This design comes from an exercise in tuning for small area and a short achievable clock period on the open sky130 flow, not from production work. At most, simulation tests tie the RTL to the original design; equivalence was not proved. Power figures rest on the tool's default switching activity, not on a simulated workload.

== JK ==
// mesh
module mesh # (
    parameter integer IDX_WIDTH_FOR_NODES = 3,
    parameter integer NUM_NODES = 2 ** IDX_WIDTH_FOR_NODES
)
(
    input clk,
    input rstn,
    input [17:0] init,
    input [1:0] asel,
    input [NUM_NODES-1:0] csels,
    input [IDX_WIDTH_FOR_NODES-1:0] ressel,
    input [1:0] dinsel,
    input [18*NUM_NODES-1:0] mbram_dout,
    input [17:0] vbram0_dout,
    input [17:0] vbram1_dout,
    output [17:0] vbram0_din,
    output [17:0] vbram1_din
    );
Size in the first run: roughly 1300 flip-flops, about 250 I/O pins.
clock: 7.0 ns
lec_check: 0
abc_clock_period_in_ps: 4000
cap_margin: 20
core_margin: 2
core_utilization: 40
place_density: 0.6
setup_slack_margin: 3.2
slew_margin: 20
run.sh (not shown) runs the stock make flow with config.mk's settings and CLKGATE_MAP_FILE= SYNTH_SCRIPT=/design/flow/synth_recipe.tcl, a recipe that flattens the netlist after the stock synthesis.
#### Input delta (MS over JK)
# JK
export LEC_CHECK = 0
export ABC_CLOCK_PERIOD_IN_PS = 4000
export CAP_MARGIN = 20
export CORE_MARGIN = 2
export CORE_UTILIZATION = 40
export PLACE_DENSITY = 0.6
export SETUP_SLACK_MARGIN = 3.2
export SLEW_MARGIN = 20
create_clock -name core_clock -period 7.0 [get_ports {clk}]
# MS
export LEC_CHECK = 0
export CAP_MARGIN = 20
export CORE_MARGIN = 2
export CORE_UTILIZATION = 40
export PLACE_DENSITY = 0.6
export SLEW_MARGIN = 20
create_clock -name core_clock -period 7.0 [get_ports {clk}]
Findings:
Relative to JK, non-clock buffer count has decreased by 61% in MS. What JK reported for global-route wire length before repair has to be multiplied by 0.938 to get the figure for MS. | met2 layer usage reported by global route | MS vs JK | 2.6 points lower |. The least setup slack across all paths after layout number comes out higher for JK vs MS. Between MS and JK, it is MS whose clock network power is higher, by about 1%.
No run of this note included a check of the RTL's function; only the layout flow was run.


build 33:
mesh, a different RTL version from the one above (not shown whole).
Size: about 9800 cells after synthesis, about 250 I/O pins.
export LEC_CHECK = 0
export CAP_MARGIN = 20
export CORE_MARGIN = 2
export CORE_UTILIZATION = 45
export CTS_CLUSTER_DIAMETER = 100
export CTS_CLUSTER_SIZE = 24
export PLACE_DENSITY = 0.65
export SETUP_SLACK_MARGIN = 2.5
export SLEW_MARGIN = 20
export SYNTH_HIERARCHICAL = 1
export SYNTH_MINIMUM_KEEP_SIZE = 0
create_clock -name core_clock -period 7.0 [get_ports {clk}]
standard.sh (not shown) runs the stock make flow with config.mk's settings and CLKGATE_MAP_FILE= SYNTH_SCRIPT=/design/flow/synth_recipe.tcl, a recipe that flattens the netlist after the stock synthesis.
==> flow/flow/run.sh <==
#!/bin/bash
# Layout flow: the standard flow, with the port buffers that
# buffer_ports inserts made of the plain buffer sky130_fd_sc_hd__buf_1
# (the resizer may still resize them) instead of its default pick.
# Each tool's output goes to the ORFS logs; make's own output to flow.log.
set -o pipefail
export BUFFER_PORTS_ARGS="-buffer_cell sky130_fd_sc_hd__buf_1"
bash standard.sh > flow.log 2>&1
Build 33 completed; timing, DRC and antenna clean
> inputs changed (build 33 -> build 24)
Settings: swapping 24 for 20 in CTS_CLUSTER_SIZE; swapping 2.5 for 3.0 in SETUP_SLACK_MARGIN.
Notes after the runs:
- Where sum of internal, switching and leakage power is concerned, build 33 is better than build 24.
- Worst setup path endpoint = vbram0_din[15]: build 33; worst setup path endpoint = vbram1_din[16]: build 24
- Per the comparison of build 24 with build 33, sequential cell count barely changed; combinational cell power went up by 12%; wire length increased about 7%.
Modified inputs, build 71 compared to build 24
Settings: a change of CTS_CLUSTER_SIZE from 20 to 24; a change of SETUP_SLACK_MARGIN from 3.0 to 2.7.
Findings:
Capturing element of the worst setup path: vbram1_din[6] -> build 71, vbram1_din[16] -> build 24
Taking build 24 as the reference point, the non-clock buffer count of build 71 falls by 461.
Between build 24 and build 71, number of cells traversed by the worst register-to-register path is lower for build 71, build 24 comes in above that.
The lower combinational power of build 24 and build 71 is in build 71.
#### Input delta (build 10 over build 71)
Settings: swapping 2.7 for 2.85 in SETUP_SLACK_MARGIN.
==> run summary <==
Diff build 71 -> build 10: source-to-sink clock delay at the later pin of the worst-skew pair shows an increase of 0.02 ns; post-route standard cell area excluding fillers shows an increase of about 2%; buffers inserted during post-CTS setup optimization shows an increase of 4; met1 capacity usage during global routing shows an increase of 0.26 points. Higher via count was reported by build 10, not build 71. Summary of build 10 over build 71: portion of total power attributed to sequential cells lost 0.9 points, number of buffers other than clock buffers in the final layout picked up an extra 26%. Diff build 71 -> build 10: post-route core utilization went up by 0.94 points; setup slack of the worst register-to-register path went up by 0.16 ns. Critical path capture point: vbram1_din[6] -> build 71, vbram1_din[16] -> build 10. Between build 10 and build 71, it is build 10 whose clock power is higher, by about 4%.


v5:
mesh, a different RTL version from the one above (not shown whole).
Size in the first run: roughly 8,900 cells after synthesis, about 250 I/O pins.
## mesh
module mesh # (
    parameter integer IDX_WIDTH_FOR_NODES = 3,
    parameter integer NUM_NODES = 2 ** IDX_WIDTH_FOR_NODES
)
(
    input clk,
    input rstn,
    input [17:0] init,
    input [1:0] asel,
    input [NUM_NODES-1:0] csels,
    input [IDX_WIDTH_FOR_NODES-1:0] ressel,
    input [1:0] dinsel,
    input [18*NUM_NODES-1:0] mbram_dout,
    input [17:0] vbram0_dout,
    input [17:0] vbram1_dout,
    output [17:0] vbram0_din,
    output [17:0] vbram1_din
    );
    wire [17:0] bdly [NUM_NODES-1:0];
    assign bdly[0] = mbram_dout[17:0];
    genvar i;
    generate
    for(i = 1; i < NUM_NODES; i = i + 1)
    begin : lane
        dly # (
            .DATA_WIDTH(18),
            .CYC_DLY(i)
        ) dly_inst (
            .clk(clk),
            .din(mbram_dout[18*i +: 18]),
            .dout(bdly[i])
        );
    end
    endgenerate
    wire [17:0] vbram_dout_selected = asel[0] ? vbram1_dout : vbram0_dout;
    wire [17:0] ain_selected = asel[1] ? init : vbram_dout_selected;
    wire [18:0] ax = {ain_selected, 1'b0};
    wire [8:0] dneg [NUM_NODES:0];
    wire [8:0] done [NUM_NODES:0];
    wire [8:0] dtwo [NUM_NODES:0];
    generate
    for(i = 0; i < 9; i = i + 1)
    begin : rec
        assign done[0][i] = ax[2*i+1] ^ ax[2*i];
        assign dtwo[0][i] = (ax[2*i+2] & ~ax[2*i+1] & ~ax[2*i]) |
                            (~ax[2*i+2] & ax[2*i+1] & ax[2*i]);
        assign dneg[0][i] = ax[2*i+2] & ~(ax[2*i+1] & ax[2*i]);
    end
    endgenerate
    wire [17:0] ress [NUM_NODES-1:0];
    generate
    for(i = 0; i < NUM_NODES; i = i + 1)
    begin : nd
        node node_in_mesh (
            .clk(clk),
            .rstn(rstn),
            .ain_neg(dneg[i]),
            .ain_one(done[i]),
            .ain_two(dtwo[i]),
            .bin(bdly[i]),
            .csel(csels[i]),
            .aout_neg(dneg[i+1]),
            .aout_one(done[i+1]),
            .aout_two(dtwo[i+1]),
            .res(ress[i])
        );
    end
    endgenerate
    reg [17:0] res_bufs [NUM_NODES-1:0];
    generate
    for(i = 0; i < NUM_NODES; i = i + 1)
    begin : rb
        always @ (posedge clk)
            res_bufs[i] <= ress[i];
    end
    endgenerate
    wire [NUM_NODES-1:0] rsel_oh;
  ...
export LEC_CHECK = 0
export CAP_MARGIN = 20
export CORE_MARGIN = 2
export CORE_UTILIZATION = 40
export PLACE_DENSITY = 0.6
export SETUP_SLACK_MARGIN = 2.9
export SLEW_MARGIN = 20
export SYNTH_HIERARCHICAL = 1
export SYNTH_MINIMUM_KEEP_SIZE = 0
create_clock -name core_clock -period 7.0 [get_ports {clk}]
run.sh (not shown) runs the stock make flow with config.mk's settings and CLKGATE_MAP_FILE= SYNTH_SCRIPT=/design/flow/synth_recipe.tcl, a recipe that flattens the netlist after the stock synthesis.
Stock flow here: none of the scripts above is used.
Edits applied to the flow inputs when going from v5 to v51:
Settings: swapping 40 for 60 in CORE_UTILIZATION; swapping 0.6 for 0.72 in PLACE_DENSITY; putting CTS_BUF_LIST at sky130_fd_sc_hd__clkbuf_4 sky130_fd_sc_hd__clkbuf_8 where nothing was set.
==> flow/flow/run.sh (new file) <==
#!/bin/bash
# Layout flow: the standard flow, with the port buffers that
# buffer_ports inserts made of the plain buffer sky130_fd_sc_hd__buf_1
# (the resizer may still resize them) instead of its default pick.
# Each tool's output goes to the ORFS logs; make's own output to flow.log.
set -o pipefail
export BUFFER_PORTS_ARGS="-buffer_cell sky130_fd_sc_hd__buf_1"
bash standard.sh > flow.log 2>&1
==> flow/standard.sh (new file) <==
#!/bin/bash
# synth_recipe.tcl (not shown) runs the flow's synth.tcl, then flattens the netlist and writes it again
# the make line also repeats each setting of config.mk as NAME=value (left out here)
make -C /OpenROAD-flow-scripts/flow DESIGN_CONFIG=/design/flow/config.mk WORK_HOME=/design/flow/orfs CLKGATE_MAP_FILE= SYNTH_SCRIPT=/design/flow/synth_recipe.tcl "${@:-finish}"
removed: flow/run.sh
- Critical path's slowest cell = sky130_fd_sc_hd__o22ai_4: v5; critical path's slowest cell = sky130_fd_sc_hd__dfxtp_4: v51
- Diff v51 and v5: number of cell rows higher in v5
- Cell area | v51 below v5
- In v51, number of global-route vias before repair is higher than in v5.
- Cmp v51 and v5 / arrival time at the worst endpoint / lower: v5
- NOTE average wire length per cell after detail routing v5->v51 increased by a few percent
The following lists how v38 was set up differently from v51:
Settings: ABC_CLOCK_PERIOD_IN_PS: unset -> 4000; CTS_BUF_LIST: sky130_fd_sc_hd__clkbuf_4 sky130_fd_sc_hd__clkbuf_8 -> unset.
==> flow/run.sh (new file) <==
#!/bin/bash
# synth_recipe.tcl (not shown) runs the flow's synth.tcl, then flattens the netlist and writes it again
# the make line also repeats each setting of config.mk as NAME=value (left out here)
make -C /OpenROAD-flow-scripts/flow DESIGN_CONFIG=/design/flow/config.mk WORK_HOME=/design/flow/orfs CLKGATE_MAP_FILE= SYNTH_SCRIPT=/design/flow/synth_recipe.tcl finish
removed: flow/flow/run.sh
removed: flow/standard.sh
==> comparison <==
Non-filler instance count after layout, v38 and v51: higher on v51. Measured slew at the worst slew-check pin for v38: 0.22 ns up relative to v51. Summary — quantity of gates resized following cts, v38 relative to v51: higher, by 27%. Lower normalized max-slew margin among v38 and v51: v38. The higher slack of the critical path of v38 and v51 is in v51. Taking v51 as the reference, in v38 combinational cell fraction of total power has increased; final clock period utilization by the worst path higher; global-route wire length before repair has remained practically unchanged; worst hold slack went up 0.014 ns.
No run of this note included a check of the RTL's function; only the layout flow was run.

## separate check: timing with driven ports
How much do the figures lean on ideal ports? The routed layouts below were timed once more, with nothing changed but the port constraints.
Step 1 sets driving cells, clkbuf_16 on the clock port and buf_2 on the other inputs (assumed; they add their load-dependent delay and slew).
Step 2 times the ports against the registers' clock, not the clock port: input delays grow and output delays shrink by t, the midpoint of the rising clock arrivals with the driver on.
Three values: ideal, step 1, step 2; two values: the first two.
run	t (ns)	setup slack, ns	clock arrival spread, ns
JK	0.920	2.374 / 2.288 / 1.650	0.083 / 0.083
MS	0.918	1.253 / 1.090 / 0.584	0.047 / 0.047
build 33	0.862	2.499 / 2.267 / 1.926	0.058 / 0.058
build 24	0.896	2.889 / 2.657 / 2.106	0.076 / 0.076
build 71	0.841	2.773 / 2.675 / 2.013	0.053 / 0.053
build 10	0.862	2.835 / 2.622 / 2.161	0.056 / 0.056
v5	0.887	2.636 / 2.292 / 1.925	0.055 / 0.055
v51	1.061	2.669 / 2.503 / 1.843	0.082 / 0.082
v38	0.873	2.590 / 2.263 / 1.907	0.047 / 0.046
After both steps setup and hold are still met in every run listed. The setup slack of v51, which loses most, moves by -0.166 ns with the drivers and by -0.826 ns with both steps.
